Source: an optimization exercise on an open RTL-to-GDS flow (aim: small area and a short achievable clock period). Production flows keep margins and buffers that such runs may drop. At most, simulation tests tie the RTL to the original design; equivalence was not proved. Function not checked in run 5: the RTL went through the layout flow alone. Power and IR drop assume default switching activity.

### flow/standard.sh
#!/bin/bash
# synth_recipe.tcl (not shown) runs the flow's synth.tcl, then flattens the netlist and writes it again
# the make line also repeats each setting of config.mk as NAME=value (left out here)
make -C /OpenROAD-flow-scripts/flow DESIGN_CONFIG=/design/flow/config.mk WORK_HOME=/design/flow/orfs CLKGATE_MAP_FILE= SYNTH_SCRIPT=/design/flow/synth_recipe.tcl "${@:-finish}"
### flow/design.v
`timescale 1ns / 1ps
module c_xor2 (input a, input b, output y); assign y = a ^ b; endmodule
module c_nor2 (input a, input b, output y); assign y = ~(a | b); endmodule
module c_nand2 (input a, input b, output y); assign y = ~(a & b); endmodule
module c_inv (input a, output y); assign y = ~a; endmodule
module c_xnor2 (input a, input b, output y); assign y = ~(a ^ b); endmodule
module c_a21oi (input a1, input a2, input b1, output y); assign y = ~((a1 & a2) | b1); endmodule
module c_o21ai (input a1, input a2, input b1, output y); assign y = ~((a1 | a2) & b1); endmodule
module c_nor3 (input a, input b, input c, output y); assign y = ~(a | b | c); endmodule
module c_mux4 (input a0, input a1, input a2, input a3, input s0, input s1, output y);
    assign y = s1 ? (s0 ? a3 : a2) : (s0 ? a1 : a0);
endmodule
module c_ao4 (input a0, input a1, input a2, input a3,
              input s0, input s1, input s2, input s3, output y);
    assign y = (a0 & s0) | (a1 & s1) | (a2 & s2) | (a3 & s3);
endmodule
module c_ao3 (input a0, input a1, input a2, input s0, input s1, input s2, output y);
    assign y = (a0 & s0) | (a1 & s1) | (a2 & s2);
endmodule
module c_ao2 (input a0, input a1, input s0, input s1, output y);
    assign y = (a0 & s0) | (a1 & s1);
endmodule
module ALM10_SOA_grp(input n3, input n2, input n1,
                     output s3, output s2, output s1, output s0, output [1:0] g);
    assign s3 = n3;
    assign s2 = ~n3 & n2;
    assign s1 = ~n3 & ~n2 & n1;
    assign s0 = ~n3 & ~n2 & ~n1;
    assign g[1] = n3 | n2;
    assign g[0] = n3 | (~n2 & n1);
endmodule
module ALM10_SOA_win(
    input  [15:0] x,
    output [1:0]  g,
    output [10:1] w,
    output        xz
    );
    wire sg = x[15];
    wire [14:0] a;
    genvar i;
    generate for (i = 0; i < 15; i = i + 1) begin : abs
        c_xor2 u(.a(x[i]), .b(sg), .y(a[i]));
    end endgenerate
    wire n3, n2, n1, z0;
    wire [5:0] o;
    c_nor2 uo0(.a(a[11]), .b(a[10]), .y(o[0]));
    c_nor2 uo1(.a(a[9]),  .b(a[8]),  .y(o[1]));
    c_nor2 uo2(.a(a[7]),  .b(a[6]),  .y(o[2]));
    c_nor2 uo3(.a(a[5]),  .b(a[4]),  .y(o[3]));
    c_nor2 uo4(.a(a[13]), .b(a[12]), .y(o[4]));
    c_nor2 uo5(.a(a[3]),  .b(a[2]),  .y(o[5]));
    c_nand2 un2(.a(o[0]), .b(o[1]), .y(n2));
    c_nand2 un1(.a(o[2]), .b(o[3]), .y(n1));
    wire a14n;
    c_inv un3a(.a(a[14]), .y(a14n));
    c_nand2 un3(.a(o[4]), .b(a14n), .y(n3));
    c_nor3 uz0(.a(a[1]), .b(a[0]), .c(~o[5]), .y(z0));
    wire s3, s2, s1, s0;
    ALM10_SOA_grp ug(.n3(n3), .n2(n2), .n1(n1), .s3(s3), .s2(s2), .s1(s1), .s0(s0), .g(g));
    assign xz = ~sg & s0 & z0;
    c_ao3 uw10(.a0(a[11]), .a1(a[7]), .a2(a[3]), .s0(s2), .s1(s1), .s2(s0), .y(w[10]));
    c_ao4 uw9 (.a0(a[14]), .a1(a[10]), .a2(a[6]), .a3(a[2]), .s0(s3), .s1(s2), .s2(s1), .s3(s0), .y(w[9]));
    c_ao4 uw8 (.a0(a[13]), .a1(a[9]),  .a2(a[5]), .a3(a[1]), .s0(s3), .s1(s2), .s2(s1), .s3(s0), .y(w[8]));
    c_ao4 uw7 (.a0(a[12]), .a1(a[8]),  .a2(a[4]), .a3(a[0]), .s0(s3), .s1(s2), .s2(s1), .s3(s0), .y(w[7]));
    c_ao3 uw6 (.a0(a[11]), .a1(a[7]), .a2(a[3]), .s0(s3), .s1(s2), .s2(s1), .y(w[6]));
    c_ao3 uw5 (.a0(a[10]), .a1(a[6]), .a2(a[2]), .s0(s3), .s1(s2), .s2(s1), .y(w[5]));
    c_ao3 uw4 (.a0(a[9]),  .a1(a[5]), .a2(a[1]), .s0(s3), .s1(s2), .s2(s1), .y(w[4]));
    c_ao3 uw3 (.a0(a[8]),  .a1(a[4]), .a2(a[0]), .s0(s3), .s1(s2), .s2(s1), .y(w[3]));
    c_ao2 uw2 (.a0(a[7]), .a1(a[3]), .s0(s3), .s1(s2), .y(w[2]));
    c_ao2 uw1 (.a0(a[6]), .a1(a[2]), .s0(s3), .s1(s2), .y(w[1]));
endmodule
module ALM10_SOA_norm(
    input  [1:0]  g,
    input  [10:1] w,
    output [3:0]  k,
    output [5:0]  f
    );
    wire [1:0] p;
    assign p[1] = w[10] | w[9];
    assign p[0] = w[10] | (~w[9] & w[8]);
    assign k = {g, p};
    genvar i;
    generate for (i = 0; i < 6; i = i + 1) begin : fr
        c_mux4 u(.a0(w[1+i]), .a1(w[2+i]), .a2(w[3+i]), .a3(w[4+i]), .s0(p[0]), .s1(p[1]), .y(f[i]));
    end endgenerate
endmodule
module ALM10_SOA_add(
    input  [8:0] lx,
    input  [8:0] ly,
    input        fx0,
    input        fy0,
    output [9:0] s
    );
    wire g0_0;
    c_nand2 u1(.a(fx0), .b(fy0), .y(g0_0));
    wire g0_1;
    c_nand2 u2(.a(lx[0]), .b(ly[0]), .y(g0_1));
    wire t0_1;
    c_nor2 u3(.a(lx[0]), .b(ly[0]), .y(t0_1));
    wire p_1;
    c_xor2 u4(.a(lx[0]), .b(ly[0]), .y(p_1));
    wire g0_2;
    c_nand2 u5(.a(lx[1]), .b(ly[1]), .y(g0_2));
    wire t0_2;
    c_nor2 u6(.a(lx[1]), .b(ly[1]), .y(t0_2));
    wire p_2;
    c_xor2 u7(.a(lx[1]), .b(ly[1]), .y(p_2));
    wire g0_3;
    c_nand2 u8(.a(lx[2]), .b(ly[2]), .y(g0_3));
    wire t0_3;
    c_nor2 u9(.a(lx[2]), .b(ly[2]), .y(t0_3));
    wire p_3;
    c_xor2 u10(.a(lx[2]), .b(ly[2]), .y(p_3));
    wire g0_4;
    c_nand2 u11(.a(lx[3]), .b(ly[3]), .y(g0_4));
    wire t0_4;
    c_nor2 u12(.a(lx[3]), .b(ly[3]), .y(t0_4));
    wire p_4;
    c_xor2 u13(.a(lx[3]), .b(ly[3]), .y(p_4));
    wire g0_5;
    c_nand2 u14(.a(lx[4]), .b(ly[4]), .y(g0_5));
    wire t0_5;
    c_nor2 u15(.a(lx[4]), .b(ly[4]), .y(t0_5));
    wire p_5;
    c_xor2 u16(.a(lx[4]), .b(ly[4]), .y(p_5));
    wire g0_6;
    c_nand2 u17(.a(lx[5]), .b(ly[5]), .y(g0_6));
    wire t0_6;
    c_nor2 u18(.a(lx[5]), .b(ly[5]), .y(t0_6));
    wire p_6;
    c_xor2 u19(.a(lx[5]), .b(ly[5]), .y(p_6));
    wire g0_7;
    c_nand2 u20(.a(lx[6]), .b(ly[6]), .y(g0_7));
    wire t0_7;
    c_nor2 u21(.a(lx[6]), .b(ly[6]), .y(t0_7));
    wire p_7;
    c_xor2 u22(.a(lx[6]), .b(ly[6]), .y(p_7));
    wire g0_8;
    c_nand2 u23(.a(lx[7]), .b(ly[7]), .y(g0_8));
    wire t0_8;
    c_nor2 u24(.a(lx[7]), .b(ly[7]), .y(t0_8));
    wire p_8;
    c_xor2 u25(.a(lx[7]), .b(ly[7]), .y(p_8));
    wire g0_9;
    c_nand2 u26(.a(lx[8]), .b(ly[8]), .y(g0_9));
    wire t0_9;
    c_nor2 u27(.a(lx[8]), .b(ly[8]), .y(t0_9));
    wire p_9;
    c_xor2 u28(.a(lx[8]), .b(ly[8]), .y(p_9));
    wire g1_1;
    c_o21ai u29(.a1(t0_1), .a2(g0_0), .b1(g0_1), .y(g1_1));
    wire g1_3;
    c_o21ai u30(.a1(t0_3), .a2(g0_2), .b1(g0_3), .y(g1_3));
    wire t1_3;
    c_nor2 u31(.a(t0_3), .b(t0_2), .y(t1_3));
    wire g1_5;
    c_o21ai u32(.a1(t0_5), .a2(g0_4), .b1(g0_5), .y(g1_5));
    wire t1_5;
    c_nor2 u33(.a(t0_5), .b(t0_4), .y(t1_5));
    wire g1_7;
    c_o21ai u34(.a1(t0_7), .a2(g0_6), .b1(g0_7), .y(g1_7));
    wire t1_7;
    c_nor2 u35(.a(t0_7), .b(t0_6), .y(t1_7));
    wire g1_9;
    c_o21ai u36(.a1(t0_9), .a2(g0_8), .b1(g0_9), .y(g1_9));
    wire t1_9;
    c_nor2 u37(.a(t0_9), .b(t0_8), .y(t1_9));
    wire g1_1_i;
    c_inv u38(.a(g1_1), .y(g1_1_i));
    wire g2_2;
    c_o21ai u39(.a1(t0_2), .a2(g1_1_i), .b1(g0_2), .y(g2_2));
    wire g2_3;
    c_a21oi u40(.a1(t1_3), .a2(g1_1), .b1(g1_3), .y(g2_3));
    wire g1_5_i;
    c_inv u41(.a(g1_5), .y(g1_5_i));
    wire g2_6;
    c_o21ai u42(.a1(t0_6), .a2(g1_5_i), .b1(g0_6), .y(g2_6));
    wire t1_5_i;
    c_inv u43(.a(t1_5), .y(t1_5_i));
    wire t2_6;
    c_nor2 u44(.a(t0_6), .b(t1_5_i), .y(t2_6));
    wire g2_7;
    c_a21oi u45(.a1(t1_7), .a2(g1_5), .b1(g1_7), .y(g2_7));
    wire t2_7;
    c_nand2 u46(.a(t1_7), .b(t1_5), .y(t2_7));
    wire g3_4;
    c_o21ai u47(.a1(t0_4), .a2(g2_3), .b1(g0_4), .y(g3_4));
    wire g2_3_i;
    c_inv u48(.a(g2_3), .y(g2_3_i));
    wire g3_5;
    c_a21oi u49(.a1(t1_5), .a2(g2_3_i), .b1(g1_5), .y(g3_5));
    wire g3_6;
    c_a21oi u50(.a1(t2_6), .a2(g2_3_i), .b1(g2_6), .y(g3_6));
    wire g3_7;
    c_o21ai u51(.a1(t2_7), .a2(g2_3), .b1(g2_7), .y(g3_7));
    wire g3_7_i;
    c_inv u52(.a(g3_7), .y(g3_7_i));
    wire g4_8;
    c_o21ai u53(.a1(t0_8), .a2(g3_7_i), .b1(g0_8), .y(g4_8));
    wire g4_9;
    c_a21oi u54(.a1(t1_9), .a2(g3_7), .b1(g1_9), .y(g4_9));
    c_xnor2 u55(.a(p_1), .b(g0_0), .y(s[0]));
    c_xor2 u56(.a(p_2), .b(g1_1), .y(s[1]));
    c_xor2 u57(.a(p_3), .b(g2_2), .y(s[2]));
    c_xnor2 u58(.a(p_4), .b(g2_3), .y(s[3]));
    c_xor2 u59(.a(p_5), .b(g3_4), .y(s[4]));
    c_xnor2 u60(.a(p_6), .b(g3_5), .y(s[5]));
    c_xnor2 u61(.a(p_7), .b(g3_6), .y(s[6]));
    c_xor2 u62(.a(p_8), .b(g3_7), .y(s[7]));
    c_xor2 u63(.a(p_9), .b(g4_8), .y(s[8]));
    wire g4_9_i;
    c_inv u64(.a(g4_9), .y(g4_9_i));
    assign s[9] = g4_9_i;
endmodule
module ALM10_SOA_dec8(input [2:0] a, input en, output [7:0] h);
    wire [2:0] an;
    c_inv ui0(.a(a[0]), .y(an[0]));
    c_inv ui1(.a(a[1]), .y(an[1]));
    c_inv ui2(.a(a[2]), .y(an[2]));
    wire [3:0] pn;
    wire [1:0] qn;
    c_nand2 up0(.a(an[1]), .b(an[0]), .y(pn[0]));
    c_nand2 up1(.a(an[1]), .b(a[0]),  .y(pn[1]));
    c_nand2 up2(.a(a[1]),  .b(an[0]), .y(pn[2]));
    c_nand2 up3(.a(a[1]),  .b(a[0]),  .y(pn[3]));
    c_nand2 uq0(.a(en), .b(an[2]), .y(qn[0]));
    c_nand2 uq1(.a(en), .b(a[2]),  .y(qn[1]));
    genvar i;
    generate for (i = 0; i < 8; i = i + 1) begin : o
        c_nor2 u(.a(pn[i % 4]), .b(qn[i / 4]), .y(h[i]));
    end endgenerate
endmodule
module ALM10_SOA_fine(
    input [1:0] b,
    input [4:0] t,
    output g00, g10, g20, g30,
    output g01, g11, g21, g31,
    output g32, g14, g24, g34
    );
    assign g00 = b == 2'd0 ? 1'b1 : b == 2'd1 ? t[4] : b == 2'd2 ? t[3] : t[2];
    assign g10 = b == 2'd0 ? 1'b0 : b == 2'd1 ? 1'b1 : b == 2'd2 ? t[4] : t[3];
    assign g20 = b == 2'd3 ? t[4] : (b == 2'd2);
    assign g30 = b == 2'd3;
    assign g01 = b == 2'd0 ? t[1] : b == 2'd1 ? t[0] : 1'b1;
    assign g11 = b == 2'd0 ? t[2] : b == 2'd1 ? t[1] : b == 2'd2 ? t[0] : 1'b1;
    assign g21 = b == 2'd0 ? t[3] : b == 2'd1 ? t[2] : b == 2'd2 ? t[1] : t[0];
    assign g31 = b == 2'd0 ? t[4] : b == 2'd1 ? t[3] : b == 2'd2 ? t[2] : t[1];
    assign g32 = b == 2'd0 ? t[0] : 1'b1;
    assign g14 = b == 2'd0;
    assign g24 = ~b[1];
    assign g34 = ~(b[1] & b[0]);
endmodule
module ALM10_SOA_expand(
    input  [9:0]  s,
    input         sgn,
    input         nz,
    output [7:0]  h,
    output [11:0] g,
    output        sn
    );
    ALM10_SOA_dec8 ud(.a(s[9:7]), .en(nz), .h(h));
    ALM10_SOA_fine uf(.b(s[6:5]), .t(s[4:0]),
        .g00(g[0]), .g10(g[1]), .g20(g[2]), .g30(g[3]),
        .g01(g[4]), .g11(g[5]), .g21(g[6]), .g31(g[7]),
        .g32(g[8]), .g14(g[9]), .g24(g[10]), .g34(g[11]));
    assign sn = sgn & nz;
endmodule
module ALM10_SOA_out(
    input  [7:0]  h,
    input  [11:0] g,
    input         sn,
    output [31:0] p
    );
    wire [11:0] hh = {4'b0, h};
    wire g00 = g[0], g10 = g[1], g20 = g[2], g30 = g[3];
    wire g01 = g[4], g11 = g[5], g21 = g[6], g31 = g[7];
    wire g32 = g[8], g14 = g[9], g24 = g[10], g34 = g[11];
    genvar q;
    generate for (q = 0; q < 8; q = q + 1) begin : ob
        assign p[4*q]   = ((hh[q] & g00) | (hh[q+1] & g01) | hh[q+2] | hh[q+3]) ^ sn;
        assign p[4*q+1] = ((hh[q] & g10) | (hh[q+1] & g11) | hh[q+2] | hh[q+3] | (hh[q+4] & g14)) ^ sn;
        if (q < 7) begin : lo
            assign p[4*q+2] = ((hh[q] & g20) | (hh[q+1] & g21) | hh[q+2] | hh[q+3] | (hh[q+4] & g24)) ^ sn;
            assign p[4*q+3] = ((hh[q] & g30) | (hh[q+1] & g31) | (hh[q+2] & g32) | hh[q+3] | (hh[q+4] & g34)) ^ sn;
        end else begin : hi
            assign p[30] = sn;
            assign p[31] = sn;
        end
    end endgenerate
endmodule
module ALM10_SOA_mid(
    input  [1:0]  gx,
    input  [10:1] wx,
    input  [1:0]  gy,
    input  [10:1] wy,
    input         sgn,
    input         nz,
    output [7:0]  h,
    output [11:0] g,
    output        sn
    );
    wire [3:0] kx, ky;
    wire [5:0] fx, fy;
    ALM10_SOA_norm nx(.g(gx), .w(wx), .k(kx), .f(fx));
    ALM10_SOA_norm ny(.g(gy), .w(wy), .k(ky), .f(fy));
    wire [9:0] s;
    ALM10_SOA_add ad(.lx({kx, fx[5:1]}), .ly({ky, fy[5:1]}), .fx0(fx[0]), .fy0(fy[0]), .s(s));
    ALM10_SOA_expand ex(.s(s), .sgn(sgn), .nz(nz), .h(h), .g(g), .sn(sn));
endmodule
module ALM10_SOA(
    input [15:0] x,
    input [15:0] y,
    output [31:0] p
    );
    wire [1:0] gx, gy;
    wire [10:1] wx, wy;
    wire xz, yz;
    ALM10_SOA_win ux(.x(x), .g(gx), .w(wx), .xz(xz));
    ALM10_SOA_win uy(.x(y), .g(gy), .w(wy), .xz(yz));
    wire [7:0] h;
    wire [11:0] g;
    wire sn;
    ALM10_SOA_mid um(.gx(gx), .wx(wx), .gy(gy), .wy(wy), .sgn(x[15] ^ y[15]), .nz(~(xz | yz)),
                     .h(h), .g(g), .sn(sn));
    ALM10_SOA_out uo(.h(h), .g(g), .sn(sn), .p(p));
endmodule
`timescale 1ns / 10ps
module mult_top(
    input clk,
    input  [15:0] x,
    input  [15:0] y,
    output [31:0] p_out
    );
    wire [1:0] gx, gy;
    wire [10:1] wx, wy;
    wire xz, yz;
    reg  [1:0] gx1, gy1;
    reg  [10:1] wx1, wy1;
    reg  sgn1, nz1;
    ALM10_SOA_win ux(.x(x), .g(gx), .w(wx), .xz(xz));
    ALM10_SOA_win uy(.x(y), .g(gy), .w(wy), .xz(yz));
    wire [7:0] h;
    wire [11:0] g;
    wire sn;
    reg  [7:0] h2;
    reg  [11:0] g2;
    reg  sn2;
    ALM10_SOA_mid um(.gx(gx1), .wx(wx1), .gy(gy1), .wy(wy1), .sgn(sgn1), .nz(nz1),
                     .h(h), .g(g), .sn(sn));
    always @(posedge clk) begin
        gx1 <= gx;  wx1 <= wx;  gy1 <= gy;  wy1 <= wy;
        sgn1 <= x[15] ^ y[15];  nz1 <= ~(xz | yz);
        h2 <= h;    g2 <= g;    sn2 <= sn;
    end
    ALM10_SOA_out uo(.h(h2), .g(g2), .sn(sn2), .p(p_out));
endmodule
### flow/config.mk
export PLATFORM = sky130hd
export DESIGN_NAME = mult_top
export DESIGN_NICKNAME = mult_top
export VERILOG_FILES = /design/flow/design.v
export SDC_FILE = /design/flow/constraint.sdc
export NUM_CORES = 4
export LEC_CHECK = 0
export CAP_MARGIN = 20
export CORE_MARGIN = 2
export CORE_UTILIZATION = 40
export SETUP_SLACK_MARGIN = 4.1
export SLEW_MARGIN = 20
export SYNTH_HIERARCHICAL = 1
### flow/flow/run.sh
#!/bin/bash
# The standard layout, with plain buffers (not delay cells) on the ports.
set -euo pipefail
bash standard.sh BUFFER_PORTS_ARGS="-buffer_cell sky130_fd_sc_hd__buf_1" CTS_ARGS="-sink_clustering_enable -repair_clock_nets -dont_use_dummy_load" finish > flow_make.log 2>&1
### flow/constraint.sdc
create_clock -name core_clock -period 7.0 [get_ports {clk}]
set_input_delay 1.4000 -clock core_clock [delete_from_list [all_inputs] [get_ports {clk}]]
set_output_delay 1.4000 -clock core_clock [all_outputs]
set_load 0.01 [all_outputs]
==> reports/results.ini, run 1 <==
[power]
leakage_nw=1.70
p_total_w=0.00153
power.density_nw_per_um2=389
max-vdd-ir-drop_mv=0.127

[setup_path]
cpMaxStageDelayCell=dfxtp_4
cp_max_fo=10
ff2ff_setup_slack_ns=4.21
path_cells=a222oi_1 -> nand2_1 -> xor2_1 -> buf_2
reg2reg_from=wy1[9]
cp.required_ns=5.60
cp-endpoint=p_out[11]
cp.arrival_ns=1.46
worstSetupStartpointType=register
critPathKind=register to output port
cp-end-kind=output port
startpoint=h2[3]
reg2reg_depth=11
r2r_end=g2[0]
cp_slowest_stage_delay_ns=0.39

[logic_synthesis]
syn_area_per_cell_sq_um=8.47
synthCells=405
synth_nets=438
ys_seq_elements=47
synth-xor-area-share_pct=20.2
synth_fa_ha_area_share_pct=0
async_flop_share_pct=0
ys_warn_count=7
yosysSeqAreaShare_pct=27.4
synth_top_family_by_area=XOR/XNOR gates
yosysUniqueCellTypes=29
syn_area_sq_um=3430
yosys-mux-area-fraction_pct=9.63
ys.flop_type=dfxtp_1
synth_compound_area_share_pct=18.6
synthSimpleGateAreaFrac_pct=16.0
synth_edf_count=0

[cts]
cts_tree=done
clock_latency_ns=0.30
clk_pin_slew_ns=0.08
cts.hold.buffers_added=0
clockBufferDepth=2
clockRootBuffer=clkbuf_8
cts_max_level=2
cts_made_buffers=5
clock_sinks=47

[floorplanning]
num_io_pins=65
die_width_um=96.6
rows=33
initial_utilization_pct=41.5
die-area_sq_um=9330
die_h_um=96.6
core-area_sq_um=8260

[timing]
final_hold_viol_count=0
fin_setup_tns_ns=0
skew_ns=0.0185
setup_ws_ns=4.14
rsz0062_at_grt=true
fin_crit_sh_pct=40.9
slew_viol_final=0
setup_viol=0
fmax_ghz=0.350
fin_crit_ns=2.86
whs_ns=0.499
max_slew_margin_pct=60.0
tightest_slew_ns=0.598

[detailed_routing]
ant_nets=0
drc=0
wirelength_mm=7.25
drt-vias-per-instance=5.23
firstDrtPassIters=7
drt_iter0_drc=172
route.vias.total=2959
wl_per_cell_um=12.8

[global_route]
grt_max_degree=33
grt_usage_pct=14.9
antenna_found_initial=0
grt_pass1_wl_mm=11.9
overflow=0
grt_pass1_vias=2654

[layout]
final_common_cell=xor2_1
fin_nets=496
area_growth_pct=14.8
drive_gt1_share_pct=17.1
most-common-layout-cells=xor2_1, buf_1, nand2_1
seq_area_sq_um=972
diodes=0
fill_cells=821
multi_input_area_sq_um=2290

[worst_hold_path]
min_path_type=register to register

[placed_design]
post-place-ws_ns=3.44
hpwlAfterDp_mm=5.54
gp_congestion=0.911
io_buffers=64

[flow_run]
cap_violations=0

[outcome]
status=no timing/DRC/antenna violations

==> synth_stat cells, drive strengths merged, types with 4 or more instances <==
cell | count | share of area, %
a21o | 4 | 0.88
a21oi | 15 | 2.7
a221oi | 6 | 2.6
a222oi | 15 | 4.4
a22o | 4 | 1.0
a22oi | 25 | 5.5
buf | 22 | 4.4
dfxtp | 47 | 27
inv | 33 | 3.6
mux2i | 6 | 1.8
mux4 | 12 | 7.9
nand2 | 54 | 5.9
nand3 | 12 | 1.8
nor2 | 46 | 5.3
o21ai | 10 | 1.5
or2 | 5 | 1.1
xnor2 | 17 | 4.3
xor2 | 62 | 16
==> per-module statistics from Yosys, one instance, submodules excluded, excerpt <==
| module | flip-flops and latches | times used | cell area [sq um] |
|---|---|---|---|
| c_mux4 | 0 | 12 | 22.5 |
| ALM10_SOA_win | 0 | 2 | 12.5 |
| ALM10_SOA_fine | 0 | 1 | 155 |
| c_xnor2 | 0 | 4 | 8.76 |
| mult_top | 47 | 1 | 953 |
| c_o21ai | 0 | 10 | 5.00 |
| c_ao3 | 0 | 10 | 13.8 |
| c_ao2 | 0 | 4 | 8.76 |
| c_xor2 | 0 | 44 | 8.76 |
| ALM10_SOA_grp | 0 | 2 | 47.5 |
| ALM10_SOA_add | 0 | 1 | 7.51 |
| c_a21oi | 0 | 5 | 8.76 |
| c_nand2 | 0 | 23 | 3.75 |
| ALM10_SOA_norm | 0 | 2 | 32.5 |
==> per-layer routing <==
layer  vias to the layer above  track usage (%)  routed length [um]
met5                         -                0                   0
met4                         0             4.12                  64
met3                         5             2.53                 422
met2                       108             26.0                3560
met1                      1345             18.9                3210
li1                       1501                -                   -
==> worst max-delay path, delay by kind of cell, from the launching register on <==
family	cells	cell delay [ns]
compound gates	1	0.35
xor+xnor	1	0.15
flops	1	0.39
buf+inv	1	0.16
simple gates	1	0.13
==> cell type report <==
| type | instances | share of cell area, % |
|---|---|---|
| Clock buffer | 5 | 1.75 |
| Inverter | 33 | 3.14 |
| Multi-Input combinational cell | 301 | 58.2 |
| Sequential cell | 47 | 24.7 |
| Tap cell | 105 | 3.34 |
| Timing Repair Buffer | 75 | 8.89 |
==> registers in the layout, indices dropped and copies added (netlist names) <==
signal / flops
sgn1: 1
h2: 8
g2: 12
nz1: 1
wx1: 10
gx1: 2
gy1: 2
sn2: 1
wy1: 10
==> cells by family after synthesis <==
| group | count (synthesis) |
|---|---|
| muxes | 18 |
| xor gates and xnor gates | 79 |
| DFF | 47 |
| buffers and inverters | 57 |
| and+or+nand+nor | 125 |
| AOI/OAI and AO/OA | 79 |
==> power breakdown <==
| part | switching (W) | leakage (nW) | internal [W] |
|---|---|---|---|
| Clock | 0.0000765 | 0.0359 | 0.0000644 |
| Sequential | 0.000103 | 0.396 | 0.000343 |
| Combinational | 0.000525 | 1.27 | 0.000421 |
| Total | 0.000704 | 1.70 | 0.000829 |
==> worst min-delay path by stage <==
| stage | startpoint | end | slack (ns) | depth (start not counted) |
|---|---|---|---|---|
| after floorplan | sgn1 | sn2 | 0.41 | 1 |
| after global placement | sgn1 | sn2 | 0.47 | 1 |
| after detailed placement | sgn1 | sn2 | 0.47 | 1 |
| after CTS | sgn1 | sn2 | 0.50 | 1 |
| after global routing | sgn1 | sn2 | 0.53 | 1 |
| final | sgn1 | sn2 | 0.50 | 1 |
==> stage by stage <==
step	area (sq um)	instances	util (%)
2_1_floorplan	3430	405	-
3_3_place_gp	3650	550	44.2
3_5_place_dp	3650	550	44.2
4_1_cts	3780	558	45.7
5_1_grt	3940	566	47.7
6_report	3940	566	47.7
==> repair_timing <==
item                                    in CTS  in global routing
pin swaps                                    0                  9
gates cloned                                 0                  0
endpoints found under the setup margin      62                 42
resized for setup                           24                 30
buffers inserted                             3                  8
==> run 2: changes to the inputs <==
==> flow/flow/run.sh (replaced) <==
#!/bin/bash
# The standard layout, with plain buffers (not delay cells) on the ports.
set -euo pipefail
bash standard.sh BUFFER_PORTS_ARGS="-buffer_cell sky130_fd_sc_hd__buf_1" ABC_LOAD_IN_FF=1 CTS_ARGS="-sink_clustering_enable -repair_clock_nets -dont_use_dummy_load" finish > flow_make.log 2>&1
--- a/flow/config.mk
+++ b/flow/config.mk
@@ -9,5 +9,5 @@
 export CORE_MARGIN = 2
 export CORE_UTILIZATION = 40
-export SETUP_SLACK_MARGIN = 4.1
+export SETUP_SLACK_MARGIN = 4.0
 export SLEW_MARGIN = 20
 export SYNTH_HIERARCHICAL = 1
==> run 2 against run 1 <==
Wire length decreased by 6.8%. Clock skew decreased by 0.0017 ns. Critical path depth unchanged. Sequential share of layout area increased by 0.82 points. Final cell count decreased by 1.9%. Critical path type unchanged.
==> reports/results.ini, run 2 <==
[outcome]
status=no timing/DRC/antenna violations  ; unchanged

[setup_path]
r2r_end=g2[0]  ; unchanged
cp.arrival_ns=1.51  ; was 1.46 ns
worstSetupStartpointType=register  ; unchanged
cp.required_ns=5.60  ; about the same
cp_max_fo=15  ; was 10
critPathKind=register to output port  ; unchanged
reg2reg_depth=10  ; was 11
cp-end-kind=output port  ; unchanged
ff2ff_setup_slack_ns=4.23  ; was 4.21 ns
reg2reg_from=wy1[8]  ; was wy1[9]

[floorplanning]
die-area_sq_um=9210  ; was 9330 sq um
initial_utilization_pct=41.2  ; was 41.5%
die_width_um=96.0  ; was 96.6 um
core-area_sq_um=8220  ; was 8260 sq um
rows=33  ; unchanged
die_h_um=96.0  ; was 96.6 um
num_io_pins=65  ; unchanged

[detailed_routing]
drt-vias-per-instance=5.14  ; was 5.23
firstDrtPassIters=5  ; was 7
drc=0  ; unchanged
ant_nets=0  ; unchanged
drt_iter0_drc=174  ; was 172
route.vias.total=2854  ; was 2,959
wirelength_mm=6.76  ; was 7.25 mm
wl_per_cell_um=12.2  ; was 12.8 um

[cts]
clock_sinks=47  ; unchanged
clock_latency_ns=0.29  ; was 0.30 ns
cts_max_level=2  ; unchanged
clockBufferDepth=2  ; unchanged
cts_made_buffers=5  ; unchanged
postCtsSetupBuffers=0  ; was 3
clockRootBuffer=clkbuf_8  ; unchanged
cts_tree=done  ; unchanged
cts.hold.buffers_added=0  ; unchanged
clk_pin_slew_ns=0.08  ; about the same

[worst_hold_path]
hold_depth=1  ; unchanged
min_path_type=register to register  ; unchanged
whs_endpoint=sn2  ; unchanged
worstHoldStart=sgn1  ; unchanged

[layout]
diodes=0  ; unchanged
top_regs=g2 x12, wx1 x10, wy1 x10  ; unchanged
top_register=g2  ; unchanged
fin_nets=485  ; was 496
multi_input_area_sq_um=2240  ; was 2290 sq um
largest_reg_flops=12  ; unchanged
fill_cells=839  ; was 821
seq_area_sq_um=963  ; was 972 sq um
final_common_cell=xor2_1  ; unchanged
drive_gt1_share_pct=10.2  ; was 17.1%
area_growth_pct=11.6  ; was 14.8%
most-common-layout-cells=xor2_1, buf_1, nand2_1  ; unchanged

[timing]
setup_ws_ns=4.09  ; was 4.14 ns
setup_viol=0  ; unchanged
tightest_slew_ns=0.623  ; was 0.598 ns
fin_crit_ns=2.91  ; was 2.86 ns
fmax_ghz=0.344  ; was 0.350 GHz
rsz0062_at_grt=true  ; unchanged
final_hold_viol_count=0  ; unchanged
fin_setup_tns_ns=0  ; unchanged
max_slew_margin_pct=58.3  ; was 60.0%
fin_crit_sh_pct=41.5  ; was 40.9%
slew_viol_final=0  ; unchanged
skew_ns=0.0168  ; was 0.0185 ns

[logic_synthesis]
yosysUniqueCellTypes=28  ; was 29
synth_top_area_cell=dfxtp_1  ; unchanged
syn_area_per_cell_sq_um=8.35  ; was 8.47 sq um
synthTopCellsByArea=dfxtp_1, xor2_1, mux4_2, nand2_1, a22oi_1  ; unchanged
synth_top_cell_area_share_pct=27.8  ; was 27.4%
synth_common_cells=xor2_1, nand2_1, dfxtp_1  ; unchanged
yosysSeqAreaShare_pct=27.8  ; was 27.4%
synthCells=405  ; unchanged
async_flop_share_pct=0  ; unchanged
synth_nets=438  ; unchanged
syn_area_sq_um=3380  ; was 3430 sq um
synth_edf_count=0  ; unchanged
ys_seq_elements=47  ; unchanged
ys.flop_type=dfxtp_1  ; unchanged
ys_warn_count=7  ; unchanged
synth_most_common_cell=xor2_1  ; unchanged

[power]
leakage_nw=1.63  ; was 1.70 nW
max-vdd-ir-drop_mv=0.113  ; was 0.127 mV
power.density_nw_per_um2=383  ; was 389 nW/um^2

[placed_design]
gp_congestion=0.852  ; was 0.911
hpwlAfterDp_mm=5.29  ; was 5.54 mm
post-place-ws_ns=3.27  ; was 3.44 ns
io_buffers=64  ; unchanged

[global_route]
grt_pass1_vias=2542  ; was 2,654
overflow=0  ; unchanged
grt_pass1_wl_mm=11.5  ; was 11.9 mm
grt_max_degree=33  ; unchanged
grt_usage_pct=15.4  ; was 14.9%
antenna_found_initial=0  ; unchanged

[flow_run]
cap_violations=0  ; unchanged

run 2: timing repair:
| action | 4_1_cts | 5_1_grt |
|---|---|---|
| endpoints found under the setup margin | 48 | 43 |
| pin swaps | 0 | 4 |
| gates resized for setup | 17 | 25 |
run 2: final cells by class:
cell class | count | share of cell area, %
Timing Repair Buffer | 64 | 6.66
Tap cell | 105 | 3.48
Sequential cell | 47 | 25.5
Multi-Input combinational cell | 301 | 59.3
Inverter | 33 | 3.28
Clock buffer | 5 | 1.82
run 2: Yosys stat by module, one instance, submodules excluded, excerpt:
module | flops+latches | area (sq um)
ALM10_SOA_grp | 0 | 40.0
ALM10_SOA_win | 0 | 12.5
c_ao2 | 0 | 8.76
c_ao4 | 0 | 18.8
c_nand2 | 0 | 3.75
c_nor3 | 0 | 5.00
run 2: layer usage:
layer  track usage (%)  vias to the layer above  part of all wire [%]
met3              2.35                        4                   5.4
met1              20.0                     1268                    46
li1                  -                     1485                     -
met2              27.2                       97                    48
met5                 0                        -                     0
met4              2.86                        0                  0.81
run 2: logic make-up after synthesis:
family | share of synthesized area, %
mux | 9.76
compound gates | 18.3
buf+inv | 8.21
xor+xnor | 20.5
simple gates | 15.5
flops | 27.8
run 2: through the flow:
| stage | instances | power (W) | area (sq um) | hold slack [ns] | utilization (%) |
|---|---|---|---|---|---|
| 4_1_cts | 555 | 0.00142 | 3720 | 0.526 | 45.2 |
| 2_1_floorplan | 405 | 0.00110 | 3380 | 0.413 | - |
| 5_1_grt | 555 | 0.00159 | 3780 | 0.529 | 46.0 |
| 3_5_place_dp | 550 | 0.00127 | 3600 | 0.466 | 43.8 |
| 6_report | 555 | 0.00145 | 3780 | 0.504 | 46.0 |
| 3_3_place_gp | 550 | 0.00126 | 3600 | 0.485 | 43.8 |
run 2: worst max-delay path, cell delays in order, from the launching register on:
cell      delay (ns)
dfxtp_4         0.41
or2_4           0.28
a221oi_2        0.20
xnor2_1         0.15
buf_1           0.16
run 2: power by group:
group	switching (W)	internal, W	total, W
sequential	0.000120	0.000341	0.000461
clock	0.0000770	0.0000644	0.000141
combinational	0.000469	0.000376	0.000844
run 2: how the worst max path moves through the flow:
stage,startpoint,endpoint,slack [ns],cells past startpoint
after floorplan,wy1[9],g2[6],4.29,12
after detailed placement,x[15],wx1[8],3.27,8
final,h2[6],p_out[18],4.09,4
after CTS,x[15],wx1[4],3.98,8
after global routing,h2[4],p_out[15],3.98,4
after global placement,x[15],wx1[4],3.34,8
==> run 3: changes to the inputs <==
--- a/flow/config.mk
+++ b/flow/config.mk
@@ -12,2 +12,3 @@
 export SLEW_MARGIN = 20
 export SYNTH_HIERARCHICAL = 1
+export TNS_END_PERCENT = 5
==> run 3 against run 2 <==
Maximum frequency fell by 0.88%. Global-route usage fell by 0.15 points. Clock power barely moved. Worst hold slack improved by 0.0014 ns. Flip-flop and latch count did not move. Highest routed layer unchanged.
==> reports/results.ini, run 3 <==
[logic_synthesis]
ys_warn_count=7  ; unchanged
synth_most_common_cell=xor2_1  ; unchanged
synth_top_area_cell=dfxtp_1  ; unchanged
syn_area_sq_um=3380  ; unchanged
yosysSeqAreaShare_pct=27.8  ; unchanged
yosysUniqueCellTypes=28  ; unchanged
synth_common_cells=xor2_1, nand2_1, dfxtp_1  ; unchanged
async_flop_share_pct=0  ; unchanged
ys.flop_type=dfxtp_1  ; unchanged
synthTopCellsByArea=dfxtp_1, xor2_1, mux4_2, nand2_1, a22oi_1  ; unchanged
synth_nets=438  ; unchanged
synth_top_cell_area_share_pct=27.8  ; unchanged
syn_area_per_cell_sq_um=8.35  ; unchanged
synthCells=405  ; unchanged
ys_seq_elements=47  ; unchanged
synth_edf_count=0  ; unchanged

[flow_run]
cap_violations=0  ; unchanged

[timing]
fin_crit_sh_pct=41.9  ; was 41.5%
tightest_slew_ns=0.607  ; was 0.623 ns
slew_viol_final=0  ; unchanged
final_hold_viol_count=0  ; unchanged
setup_viol=0  ; unchanged
max_slew_margin_pct=59.4  ; was 58.3%
fin_crit_ns=2.93  ; was 2.91 ns
fin_setup_tns_ns=0  ; unchanged
skew_ns=0.0158  ; was 0.0168 ns
fmax_ghz=0.341  ; was 0.344 GHz
rsz0062_at_grt=true  ; unchanged

[worst_hold_path]
hold_depth=1  ; unchanged
min_path_type=register to register  ; unchanged
worstHoldStart=sgn1  ; unchanged
whs_endpoint=sn2  ; unchanged

[cts]
cts_made_buffers=5  ; unchanged
clockBufferDepth=2  ; unchanged
cts_tree=done  ; unchanged
clockRootBuffer=clkbuf_8  ; unchanged
clk_pin_slew_ns=0.08  ; about the same
clock_sinks=47  ; unchanged
cts_max_level=2  ; unchanged
postCtsSetupBuffers=0  ; unchanged
clock_latency_ns=0.29  ; about the same

[floorplanning]
initial_utilization_pct=41.2  ; unchanged
die_width_um=96.0  ; unchanged
die_h_um=96.0  ; unchanged
rows=33  ; unchanged
die-area_sq_um=9210  ; unchanged
num_io_pins=65  ; unchanged
core-area_sq_um=8220  ; unchanged

[layout]
diodes=0  ; unchanged
finish.utilization_pct=45.6  ; was 46.0%
fin_nets=485  ; unchanged
area_growth_pct=10.8  ; was 11.6%
fin_area_sq_um=3750  ; was 3780 sq um
top_regs=g2 x12, wx1 x10, wy1 x10  ; unchanged
drive_gt1_share_pct=9.33  ; was 10.2%
largest_reg_flops=12  ; unchanged
fill_cells=842  ; was 839
top_register=g2  ; unchanged
most-common-layout-cells=xor2_1, buf_1, nand2_1  ; unchanged

[power]
switching_share_pct=46.1  ; was 46.0%
clkPwrFrac_pct=9.9  ; was 9.8%
pwr-share-comb_pct=58.1  ; was 58.3%
net-switching-power_w=0.000659  ; was 0.000666 W
power.density_nw_per_um2=382  ; was 383 nW/um^2
max-vdd-ir-drop_mv=0.112  ; was 0.113 mV
leakage_nw=1.61  ; was 1.63 nW
intPower_w=0.000771  ; was 0.000781 W
power_frac_seq_pct=32.1  ; was 31.9%

[global_route]
grt_max_degree=33  ; unchanged
grt_pass1_vias=2539  ; was 2,542
grt_pass1_wl_mm=11.3  ; was 11.5 mm
grt_usage_pct=15.2  ; was 15.4%
busiest_layer=met2  ; unchanged
antenna_found_initial=0  ; unchanged
use_met1_pct=19.7  ; was 20.0%
use_met2_pct=26.9  ; was 27.2%
grt.met3_usage_pct=2.35  ; unchanged
overflow=0  ; unchanged

[setup_path]
cp.arrival_ns=1.53  ; was 1.51 ns
critPathKind=register to output port  ; unchanged
cp.required_ns=5.60  ; about the same
reg2reg_from=wy1[8]  ; unchanged
r2r_end=g2[0]  ; unchanged
worstSetupStartpointType=register  ; unchanged
cp_max_fo=15  ; unchanged
cp-end-kind=output port  ; unchanged
ff2ff_setup_slack_ns=4.23  ; about the same
reg2reg_depth=10  ; unchanged

[placed_design]
placed_cell_area_sq_um=3600  ; unchanged
hpwlAfterDp_mm=5.29  ; unchanged
io_buffers=64  ; unchanged
gp_congestion=0.852  ; unchanged

[detailed_routing]
drt_iter0_drc=169  ; was 174
drc=0  ; unchanged
ant_nets=0  ; unchanged
route.vias.total=2854  ; unchanged
wirelength_mm=6.69  ; was 6.76 mm
firstDrtPassIters=6  ; was 5
drt-vias-per-instance=5.14  ; unchanged
wl_per_cell_um=12.1  ; was 12.2 um

[outcome]
status=no timing/DRC/antenna violations  ; unchanged

## run 3: how the worst max path moves through the flow
stage               cells after the start  startpoint         to  slack (ns)
floorplan                              12      wy1[9]      g2[6]        4.29
global placement                        8       x[15]     wx1[4]        3.34
detailed placement                      8       x[15]     wx1[8]        3.27
CTS                                     8       x[15]        nz1        3.93
global route                            4       h2[6]  p_out[11]        3.92
finish                                  4       h2[6]  p_out[18]        4.07
## run 3: worst max-delay path, cell delays in order (launching register included)
cell,delay (ns)
dfxtp_2,0.42
or2_4,0.30
a221oi_2,0.20
xnor2_1,0.15
buf_1,0.16
## run 3: cell families (layout without fill, tap and decap cells)
logic type / after synthesis / in the layout / synth area share (%)
AO/OA/AOI/OAI: 79 / 79 / 18.3
XOR/XNOR: 79 / 79 / 20.5
buffers and inverters: 57 / 102 / 8.21
flip-flops: 47 / 47 / 27.8
multiplexers: 18 / 18 / 9.76
AND/OR/NAND/NOR: 125 / 125 / 15.5
## run 3: metal layers
layer | vias to the layer above | part of all wire, % | routed length (um)
li1 | 1487 | - | -
met4 | 0 | 0.82 | 55
met5 | - | 0 | 0
met3 | 4 | 5.6 | 373
met1 | 1259 | 46 | 3050
met2 | 104 | 48 | 3220
## run 3: repair_timing
action                                  CTS  global route
hold buffers                              0             0
gates resized for setup                  10            21
endpoints found under the setup margin   48            70
pin swaps                                 0             3
gates cloned                              0             0
## run 3: final cells by class
class                           count  area [sq um]  share of cell area, %
Multi-Input combinational cell    301          2230                   59.4
Sequential cell                    47           951                   25.4
Timing Repair Buffer               64           245                   6.54
Tap cell                          105           131                   3.50
Inverter                           33           124                   3.30
Clock buffer                        5          68.8                   1.84
## run 3: power groups by stage
| stage | combinational, W | sequential [W] | clock [W] |
|---|---|---|---|
| after detailed placement | 0.000804 | 0.000464 | 0 |
| final | 0.000831 | 0.000459 | 0.000141 |
| after global placement | 0.000796 | 0.000463 | 0 |
| after CTS | 0.000814 | 0.000458 | 0.000147 |
| after floorplan | 0.000706 | 0.000393 | 0 |
| after global routing | 0.000945 | 0.000474 | 0.000157 |
## run 3: Yosys stat by module, one instance, submodules excluded, a selection
| module | cells | flip-flops and latches | area [sq um] | copies in the design |
|---|---|---|---|---|
| ALM10_SOA_fine | 23 | 0 | 155 | 1 |
| c_mux4 | 1 | 0 | 22.5 | 12 |
| c_ao3 | 2 | 0 | 13.8 | 10 |
| ALM10_SOA_expand | 1 | 0 | 6.26 | 1 |
| ALM10_SOA_add | 1 | 0 | 7.51 | 1 |
| c_ao2 | 1 | 0 | 8.76 | 4 |
| c_inv | 1 | 0 | 3.75 | 11 |
| c_a21oi | 1 | 0 | 5.00 | 5 |
| c_ao4 | 3 | 0 | 18.8 | 6 |
| ALM10_SOA_norm | 5 | 0 | 32.5 | 2 |
| ALM10_SOA_grp | 8 | 0 | 40.0 | 2 |
| c_nor2 | 1 | 0 | 3.75 | 34 |
| ALM10_SOA_win | 2 | 0 | 12.5 | 2 |
| c_xnor2 | 1 | 0 | 8.76 | 4 |
| c_nand2 | 1 | 0 | 3.75 | 23 |
## run 3: metrics by stage
step                      power, W  hold WS (ns)  std cells  setup WS, ns
after global routing       0.00158         0.530        555          3.92
after floorplan            0.00110         0.413        405          4.29
after CTS                  0.00142         0.526        555          3.93
final                      0.00143         0.505        555          4.07
after global placement     0.00126         0.485        550          3.34
after detailed placement   0.00127         0.466        550          3.27
==> run 4: changes to the inputs <==
--- a/flow/config.mk
+++ b/flow/config.mk
@@ -9,5 +9,5 @@
 export CORE_MARGIN = 2
 export CORE_UTILIZATION = 40
-export SETUP_SLACK_MARGIN = 4.0
+export SETUP_SLACK_MARGIN = 4.2
 export SLEW_MARGIN = 20
 export SYNTH_HIERARCHICAL = 1
==> run 4 against run 3 <==
Critical path depth stayed put. Global-route usage is 0.35 points higher. Via count is 3.3% higher. Combinational power is about 20% higher. Still clean on timing, DRC and antenna. Die area stayed put. Non-clock buffer count is 18 higher. Core utilization is 2.7 points higher. Synthesized area stayed put. Maximum frequency is 2.5% higher. Critical path type unchanged. First-iteration DRC count is 3.6% higher. Clock skew hardly changed. Sequential share of layout area is 1.1 points lower.
==> reports/results.ini, run 4 <==
[outcome]
status=no timing/DRC/antenna violations  ; unchanged

[layout]
largest_reg_flops=12  ; unchanged
top_regs=g2 x12, wx1 x10, wy1 x10  ; unchanged
fin_nets=504  ; was 485
final_common_cell=xor2_1
area_growth_pct=17.4  ; was 10.8%
fin_area_sq_um=3970  ; was 3750 sq um
stdcell_count=574  ; was 555
diodes=0  ; unchanged
top_register=g2  ; unchanged
most-common-layout-cells=xor2_1, buf_1, nand2_1  ; unchanged
finish.utilization_pct=48.3  ; was 45.6%
drive_gt1_share_pct=16.2  ; was 9.33%

[detailed_routing]
wl_per_cell_um=12.1  ; about the same
route.vias.total=2947  ; was 2,854
firstDrtPassIters=6  ; unchanged
drt_iter0_drc=175  ; was 169
ant_nets=0  ; unchanged
drc=0  ; unchanged
drt-vias-per-instance=5.13  ; was 5.14
wirelength_mm=6.93  ; was 6.69 mm

[global_route]
grt_pass1_vias=2614  ; was 2,539
grt_pass1_wl_mm=11.7  ; was 11.3 mm
grt_max_degree=33  ; unchanged
antenna_found_initial=0  ; unchanged
grt_usage_pct=15.6  ; was 15.2%
overflow=0  ; unchanged

[worst_hold_path]
worstHoldStart=sgn1  ; unchanged
min_path_type=register to register  ; unchanged

[logic_synthesis]
ys.flop_type=dfxtp_1  ; unchanged
synth_nets=438  ; unchanged
synthTopCellsByArea=dfxtp_1, xor2_1, mux4_2, nand2_1, a22oi_1  ; unchanged
synth_edf_count=0  ; unchanged
synth_top_cell_area_share_pct=27.8  ; unchanged
synth_common_cells=xor2_1, nand2_1, dfxtp_1  ; unchanged
ys_warn_count=7  ; unchanged
synth_top_area_cell=dfxtp_1  ; unchanged
synthCells=405  ; unchanged
synth_most_common_cell=xor2_1  ; unchanged
ys_seq_elements=47  ; unchanged
async_flop_share_pct=0  ; unchanged
yosysUniqueCellTypes=28  ; unchanged
syn_area_per_cell_sq_um=8.35  ; unchanged
yosysSeqAreaShare_pct=27.8  ; unchanged
syn_area_sq_um=3380  ; unchanged

[setup_path]
cp.arrival_ns=1.46  ; was 1.53 ns
cpLargestDelayFamily=flip-flops  ; unchanged
critPathKind=register to output port  ; unchanged
cp-end-kind=output port  ; unchanged
cp_max_fo=10  ; was 15
startpoint=h2[2]  ; was h2[6]
cp_num_buf_inv=1  ; unchanged
cp_slowest_stage_delay_ns=0.41  ; was 0.42 ns
reg2reg_from=wy1[9]  ; was wy1[8]
cpMaxStageDelayCell=dfxtp_1  ; was dfxtp_2
path_cells=a222oi_1 -> nand2_1 -> xor2_1 -> buf_1  ; was or2_4 -> a221oi_2 -> xnor2_1 -> buf_1
worstSetupStartpointType=register  ; unchanged
cp.required_ns=5.60  ; about the same

[floorplanning]
die_h_um=96.0  ; unchanged
rows=33  ; unchanged
initial_utilization_pct=41.2  ; unchanged
die_width_um=96.0  ; unchanged
core-area_sq_um=8220  ; unchanged
die-area_sq_um=9210  ; unchanged
num_io_pins=65  ; unchanged

[cts]
cts_tree=done  ; unchanged
clockRootBuffer=clkbuf_8  ; unchanged
clk_pin_slew_ns=0.08  ; about the same
clock_latency_ns=0.29  ; about the same
cts_max_level=2  ; unchanged
cts_made_buffers=5  ; unchanged
clockBufferDepth=2  ; unchanged
clock_sinks=47  ; unchanged

[placed_design]
gp_congestion=0.852  ; unchanged
hpwlAfterDp_mm=5.29  ; unchanged
dp.cells=550  ; unchanged
placed_cell_area_sq_um=3600  ; unchanged
io_buffers=64  ; unchanged

[timing]
fin_crit_ns=2.86  ; was 2.93 ns
final_hold_viol_count=0  ; unchanged
fin_setup_tns_ns=0  ; unchanged
max_slew_margin_pct=58.1  ; was 59.4%
slew_viol_final=0  ; unchanged
rsz0062_at_grt=true  ; unchanged
fmax_ghz=0.350  ; was 0.341 GHz
fin_crit_sh_pct=40.8  ; was 41.9%
skew_ns=0.0161  ; was 0.0158 ns
tightest_slew_ns=0.626  ; was 0.607 ns
setup_viol=0  ; unchanged

[power]
leakage_nw=1.74  ; was 1.61 nW
max-vdd-ir-drop_mv=0.138  ; was 0.112 mV
power.density_nw_per_um2=397  ; was 382 nW/um^2
p_total_w=0.00158  ; was 0.00143 W

[flow_run]
cap_violations=0  ; unchanged

-- run 4: layer usage --
| layer | up-vias | GRT usage [%] | routed length, um |
|---|---|---|---|
| li1 | 1525 | - | - |
| met1 | 1311 | 19.9 | 3120 |
| met2 | 106 | 27.9 | 3360 |
| met3 | 5 | 2.35 | 401 |
| met4 | 0 | 2.98 | 58 |
| met5 | - | 0 | 0 |
-- run 4: Yosys stat by module (local to each module, per instance), excerpt --
module | times used | cells | area, sq um
ALM10_SOA_win | 2 | 2 | 12.5
c_nor2 | 34 | 1 | 3.75
c_mux4 | 12 | 1 | 22.5
c_nand2 | 23 | 1 | 3.75
ALM10_SOA_expand | 1 | 1 | 6.26
mult_top | 1 | 49 | 953
c_nor3 | 2 | 1 | 5.00
ALM10_SOA_add | 1 | 1 | 7.51
-- run 4: repair_timing --
| action | CTS | global route |
|---|---|---|
| endpoints found under the setup margin | 74 | 69 |
| setup buffers | 8 | 10 |
| pin swaps | 3 | 8 |
| endpoints found under the hold margin | 0 | 0 |
| hold buffers | 0 | 0 |
| cloned | 0 | 1 |
| gates resized for setup | 39 | 15 |
-- run 4: path summary, 6_finish.rpt --
| path | to | slack (ns) | depth (start not counted) |
|---|---|---|---|
| setup / recovery | p_out[7] | 4.14 | 4 |
| hold / removal | sn2 | 0.50 | 1 |
| setup reg to reg | g2[7] | 4.33 | 12 |
| hold reg to reg | sn2 | 0.50 | 1 |
-- run 4: logic make-up after synthesis --
group                  after synthesis  synth area share, %
AO/OA/AOI/OAI                       79                 18.3
XOR/XNOR                            79                 20.5
buffers and inverters               57                 8.21
flip-flops                          47                 27.8
multiplexers                        18                 9.76
AND/OR/NAND/NOR                    125                 15.5
-- run 4: metrics by stage --
| step | hold WS [ns] | worst slack, ns |
|---|---|---|
| final | 0.503 | 4.14 |
| after global routing | 0.529 | 4.04 |
| after CTS | 0.526 | 4.12 |
| after detailed placement | 0.466 | 3.27 |
| after global placement | 0.485 | 3.34 |
| after floorplan | 0.413 | 4.29 |
-- run 4: power breakdown --
part	switching, W	internal [W]	leakage, nW
Combinational	0.000528	0.000466	1.31
Sequential	0.0000983	0.000342	0.395
Clock	0.0000776	0.0000644	0.0359
Total	0.000704	0.000872	1.74
-- run 4: final cells by class --
cell class | instances | area (sq um)
Clock buffer | 5 | 68.8
Inverter | 33 | 124
Sequential cell | 47 | 965
Fill cell | 829 | 4240
Tap cell | 105 | 131
Multi-Input combinational cell | 302 | 2280
Timing Repair Buffer | 82 | 403
==> run 5: changes to the inputs <==
--- a/flow/design.v
+++ b/flow/design.v
@@ -7,8 +7,9 @@
 module c_a21oi (input a1, input a2, input b1, output y); assign y = ~((a1 & a2) | b1); endmodule
 module c_o21ai (input a1, input a2, input b1, output y); assign y = ~((a1 | a2) & b1); endmodule
-module c_nor3 (input a, input b, input c, output y); assign y = ~(a | b | c); endmodule
-module c_mux4 (input a0, input a1, input a2, input a3, input s0, input s1, output y);
-    assign y = s1 ? (s0 ? a3 : a2) : (s0 ? a1 : a0);
+module c_a211oi (input a1, input a2, input b1, input c1, output y);
+    assign y = ~((a1 & a2) | b1 | c1);
 endmodule
+module c_or2 (input a, input b, output y); assign y = a | b; endmodule
+module c_nor3 (input a, input b, input c, output y); assign y = ~(a | b | c); endmodule
 module c_ao4 (input a0, input a1, input a2, input a3,
               input s0, input s1, input s2, input s3, output y);
@@ -21,13 +22,4 @@
     assign y = (a0 & s0) | (a1 & s1);
 endmodule
-module ALM10_SOA_grp(input n3, input n2, input n1,
-                     output s3, output s2, output s1, output s0, output [1:0] g);
-    assign s3 = n3;
-    assign s2 = ~n3 & n2;
-    assign s1 = ~n3 & ~n2 & n1;
-    assign s0 = ~n3 & ~n2 & ~n1;
-    assign g[1] = n3 | n2;
-    assign g[0] = n3 | (~n2 & n1);
-endmodule
 module ALM10_SOA_win(
     input  [15:0] x,
@@ -42,5 +34,5 @@
         c_xor2 u(.a(x[i]), .b(sg), .y(a[i]));
     end endgenerate
-    wire n3, n2, n1, z0;
+    wire n2, n1, z0;
     wire [5:0] o;
     c_nor2 uo0(.a(a[11]), .b(a[10]), .y(o[0]));
@@ -54,8 +46,12 @@
     wire a14n;
     c_inv un3a(.a(a[14]), .y(a14n));
-    c_nand2 un3(.a(o[4]), .b(a14n), .y(n3));
     c_nor3 uz0(.a(a[1]), .b(a[0]), .c(~o[5]), .y(z0));
     wire s3, s2, s1, s0;
-    ALM10_SOA_grp ug(.n3(n3), .n2(n2), .n1(n1), .s3(s3), .s2(s2), .s1(s1), .s0(s0), .g(g));
+    c_nand2 us3(.a(o[4]), .b(a14n), .y(s3));
+    c_a21oi us2(.a1(o[0]), .a2(o[1]), .b1(s3), .y(s2));
+    c_a211oi us1(.a1(o[2]), .a2(o[3]), .b1(s3), .c1(n2), .y(s1));
+    c_nor3 us0(.a(s3), .b(n2), .c(n1), .y(s0));
+    c_or2 ug1(.a(s3), .b(n2), .y(g[1]));
+    c_or2 ug0(.a(s3), .b(s1), .y(g[0]));
     assign xz = ~sg & s0 & z0;
     c_ao3 uw10(.a0(a[11]), .a1(a[7]), .a2(a[3]), .s0(s2), .s1(s1), .s2(s0), .y(w[10]));
@@ -80,9 +76,18 @@
     assign p[0] = w[10] | (~w[9] & w[8]);
     assign k = {g, p};
+    wire [3:0] ph;                       
+    ALM10_SOA_oh4 uo(.w(w[10:8]), .ph(ph));
     genvar i;
     generate for (i = 0; i < 6; i = i + 1) begin : fr
-        c_mux4 u(.a0(w[1+i]), .a1(w[2+i]), .a2(w[3+i]), .a3(w[4+i]), .s0(p[0]), .s1(p[1]), .y(f[i]));
+        c_ao4 u(.a0(w[1+i]), .a1(w[2+i]), .a2(w[3+i]), .a3(w[4+i]),
+                .s0(ph[0]), .s1(ph[1]), .s2(ph[2]), .s3(ph[3]), .y(f[i]));
     end endgenerate
 endmodule
+module ALM10_SOA_oh4(input [10:8] w, output [3:0] ph);
+    assign ph[3] = w[10];
+    assign ph[2] = ~w[10] & w[9];
+    assign ph[1] = ~w[10] & ~w[9] & w[8];
+    assign ph[0] = ~w[10] & ~w[9] & ~w[8];
+endmodule
 module ALM10_SOA_add(
     input  [8:0] lx,
--- a/flow/config.mk
+++ b/flow/config.mk
@@ -9,6 +9,5 @@
 export CORE_MARGIN = 2
 export CORE_UTILIZATION = 40
-export SETUP_SLACK_MARGIN = 4.2
+export SETUP_SLACK_MARGIN = 4.0
 export SLEW_MARGIN = 20
 export SYNTH_HIERARCHICAL = 1
-export TNS_END_PERCENT = 5
==> run 5 against run 4 <==
Synthesized area shrank 0.37%. Final cell count grew 1.6%. Clock skew shrank 0.0075 ns. Sequential power grew 5.5%. Sequential share of layout area grew 0.63 points. Highest routed layer unchanged. Final area shrank 3.6%. Critical path depth grew 3. Register-to-register slack lost 0.09 ns. Synthesized cell count grew 6.4%. Maximum frequency shrank 1.7%. First-iteration DRC count grew 21%. Critical endpoint is now wy1[3]. Setup slack lost 0.050 ns.
==> reports/results.ini, run 5 <==
[floorplanning]
die_width_um=95.8  ; was 96.0 um
die-area_sq_um=9180  ; was 9210 sq um
initial_utilization_pct=41.2  ; about the same
core-area_sq_um=8180  ; was 8220 sq um
num_io_pins=65  ; unchanged
rows=33  ; unchanged
die_h_um=95.8  ; was 96.0 um

[detailed_routing]
drt_iter0_drc=211  ; was 175
wl_per_cell_um=12.5  ; was 12.1 um
drt-vias-per-instance=5.43  ; was 5.13
drc=0  ; unchanged
wirelength_mm=7.26  ; was 6.93 mm
ant_nets=0  ; unchanged
route.vias.total=3168  ; was 2,947
firstDrtPassIters=9  ; was 6

[layout]
multi_input_area_sq_um=2310  ; was 2280 sq um
top_register=g2  ; unchanged
final_common_cell=nand2_1  ; was xor2_1
fin_nets=513  ; was 504
most-common-layout-cells=nand2_1, xor2_1, buf_1  ; was xor2_1, buf_1, nand2_1
fill_cells=852  ; was 829
top_regs=g2 x12, wx1 x10, wy1 x10  ; unchanged
area_growth_pct=13.7  ; was 17.4%
diodes=0  ; unchanged
stdcell_count=583  ; was 574
largest_reg_flops=12  ; unchanged
seq_area_sq_um=955  ; was 965 sq um
drive_gt1_share_pct=8.37  ; was 16.2%

[cts]
cts_made_buffers=5  ; unchanged
cts_max_level=2  ; unchanged
clock_latency_ns=0.29  ; about the same
postCtsSetupBuffers=0  ; was 8
cts_tree=done  ; unchanged
clock_sinks=47  ; unchanged
clockRootBuffer=clkbuf_8  ; unchanged
cts.hold.buffers_added=0  ; unchanged
clockBufferDepth=2  ; unchanged
clk_pin_slew_ns=0.08  ; about the same

[logic_synthesis]
yosysSeqAreaShare_pct=27.9  ; was 27.8%
synth_most_common_cell=nand2_1  ; was xor2_1
synthTopCellsByArea=dfxtp_1, xor2_1, a22oi_1, nand2_1, a222oi_1  ; was dfxtp_1, xor2_1, mux4_2, nand2_1, a22oi_1
async_flop_share_pct=0  ; unchanged
synth_nets=464  ; was 438
ys_warn_count=7  ; unchanged
yosysUniqueCellTypes=28  ; unchanged
syn_area_sq_um=3370  ; was 3380 sq um
ys.flop_type=dfxtp_1  ; unchanged
synth_edf_count=0  ; unchanged
synth_top_area_cell=dfxtp_1  ; unchanged
ys_seq_elements=47  ; unchanged
syn_area_per_cell_sq_um=7.82  ; was 8.35 sq um
synth_top_cell_area_share_pct=27.9  ; was 27.8%
synthCells=431  ; was 405
synth_common_cells=nand2_1, xor2_1, a22oi_1  ; was xor2_1, nand2_1, dfxtp_1

[global_route]
overflow=0  ; unchanged
grt_max_degree=33  ; unchanged
grt_usage_pct=16.4  ; was 15.6%
grt_pass1_vias=2744  ; was 2,614
antenna_found_initial=0  ; unchanged
grt_pass1_wl_mm=12.2  ; was 11.7 mm

[setup_path]
cp.arrival_ns=3.14  ; was 1.46 ns
critPathKind=primary input to register  ; was register to output port
cp.required_ns=7.23  ; was 5.60 ns
cp_max_fo=17  ; was 10
worstSetupStartpointType=primary input  ; was register
cp-end-kind=register  ; was output port

[timing]
fmax_ghz=0.344  ; was 0.350 GHz
rsz0062_at_grt=true  ; unchanged
fin_crit_sh_pct=41.6  ; was 40.8%
tightest_slew_ns=0.455  ; was 0.626 ns
skew_ns=0.00857  ; was 0.0161 ns
setup_viol=0  ; unchanged
max_slew_margin_pct=69.7  ; was 58.1%
slew_viol_final=0  ; unchanged
fin_setup_tns_ns=0  ; unchanged
fin_crit_ns=2.91  ; was 2.86 ns
final_hold_viol_count=0  ; unchanged

[placed_design]
dp.cells=577  ; was 550
hpwlAfterDp_mm=5.66  ; was 5.29 mm
io_buffers=64  ; unchanged
gp_congestion=0.847  ; was 0.852

[outcome]
status=no timing/DRC/antenna violations  ; unchanged

[power]
leakage_nw=1.64  ; was 1.74 nW
max-vdd-ir-drop_mv=0.0970  ; was 0.138 mV
power.density_nw_per_um2=359  ; was 397 nW/um^2

[flow_run]
cap_violations=0  ; unchanged

[worst_hold_path]
min_path_type=register to register  ; unchanged

-- run 5: kinds of logic (layout without fill, tap and decap cells) --
logic type	count (synthesis)	in the layout	share of synthesized area, %
AND/OR/NAND/NOR	141	141	18.0
buffers and inverters	53	99	7.79
multiplexers	6	6	1.78
AO/OA/AOI/OAI	105	106	24.0
flip-flops	47	47	27.9
XOR/XNOR	79	79	20.5
-- run 5: final timing paths --
| kind | slack [ns] | from | endpoint | cells after the start |
|---|---|---|---|---|
| setup / recovery | 4.09 | y[15] | wy1[3] | 7 |
| hold / removal | 0.49 | sgn1 | sn2 | 1 |
| setup reg to reg | 4.24 | wx1[9] | h2[1] | 13 |
| hold reg to reg | 0.49 | sgn1 | sn2 | 1 |
-- run 5: power by group --
part           switching (W)  total [W]  internal (W)
logic               0.000443   0.000773      0.000331
registers           0.000126   0.000464      0.000338
clock network      0.0000745   0.000139     0.0000643
-- run 5: cell type report --
type,instances,share of cell area [%]
sequential,47,24.9
timing repair buffer,65,6.69
inverter,29,2.84
clock buffer,5,1.80
tap,105,3.43
multi-input combinational,332,60.3
-- run 5: what timing repair did --
item                                    4_1_cts  5_1_grt
gates cloned                                  0        1
endpoints found under the setup margin       46       45
pin swaps                                     0        2
gates resized for setup                      17       24
-- run 5: Yosys stat by module, one instance, submodules excluded, excerpt --
module	cell area, sq um	copies in the design
ALM10_SOA_norm	32.5	2
ALM10_SOA_oh4	26.3	2
ALM10_SOA_win	12.5	2
c_a211oi	7.51	2
c_nor2	3.75	34
c_xor2	8.76	44
mult_top	953	1
-- run 5: stage by stage --
step,total power [W],hold slack (ns),util [%],area (sq um),worst slack [ns]
floorplan,0.00104,0.413,-,3370,4.23
global placement,0.00120,0.475,44.0,3600,3.23
detailed placement,0.00121,0.471,44.0,3600,3.14
CTS,0.00136,0.492,45.7,3730,4.00
global route,0.00151,0.527,46.9,3830,3.96
finish,0.00138,0.488,46.9,3830,4.09
-- run 5: critical path, stage by stage --
cell             delay (ns)
clkdlybuf4s18_2        0.39
xor2_1                 0.28
nor2_1                 0.22
nand2_1                0.19
a211oi_4               0.41
a222oi_1               0.16
inv_1                  0.09
-- run 5: layer usage --
metal	wire, um	global-route usage [%]	vias to the layer above
met5	0	0	-
met4	158	4.40	0
met3	482	2.66	13
met2	3500	29.5	153
met1	3120	20.1	1407
li1	-	-	1595

afterwards: timing with drivers on the ports:
Ports are ideal in the flow. The routed layouts listed here were re-timed in OpenROAD. Step 1, drivers: a clkbuf_16 drives clk and a buf_2 each remaining input, both assumed. Step 2, shift: input delay + t, output delay - t, t = (earliest + latest rising clock arrival at the registers) / 2. This alone moves slack from input paths to output paths. Three values: ideal ports, drivers, drivers and shift; two values: the first two.
run | t, ns | setup WS [ns] | cell pins on the clock port's net
run 1 | 0.315 | 4.140 / 4.111 / 3.915 | 1
run 2 | 0.309 | 4.095 / 4.069 / 3.889 | 1
run 3 | 0.310 | 4.069 / 4.043 / 3.810 | 1
run 4 | 0.310 | 4.141 / 4.115 / 3.890 | 1
run 5 | 0.310 | 4.091 / 4.069 / 3.789 | 1
After both steps every run listed still meets setup and hold. For run 5, which loses most, drivers alone change the setup slack by -0.022 ns; drivers and shift together by -0.302 ns.
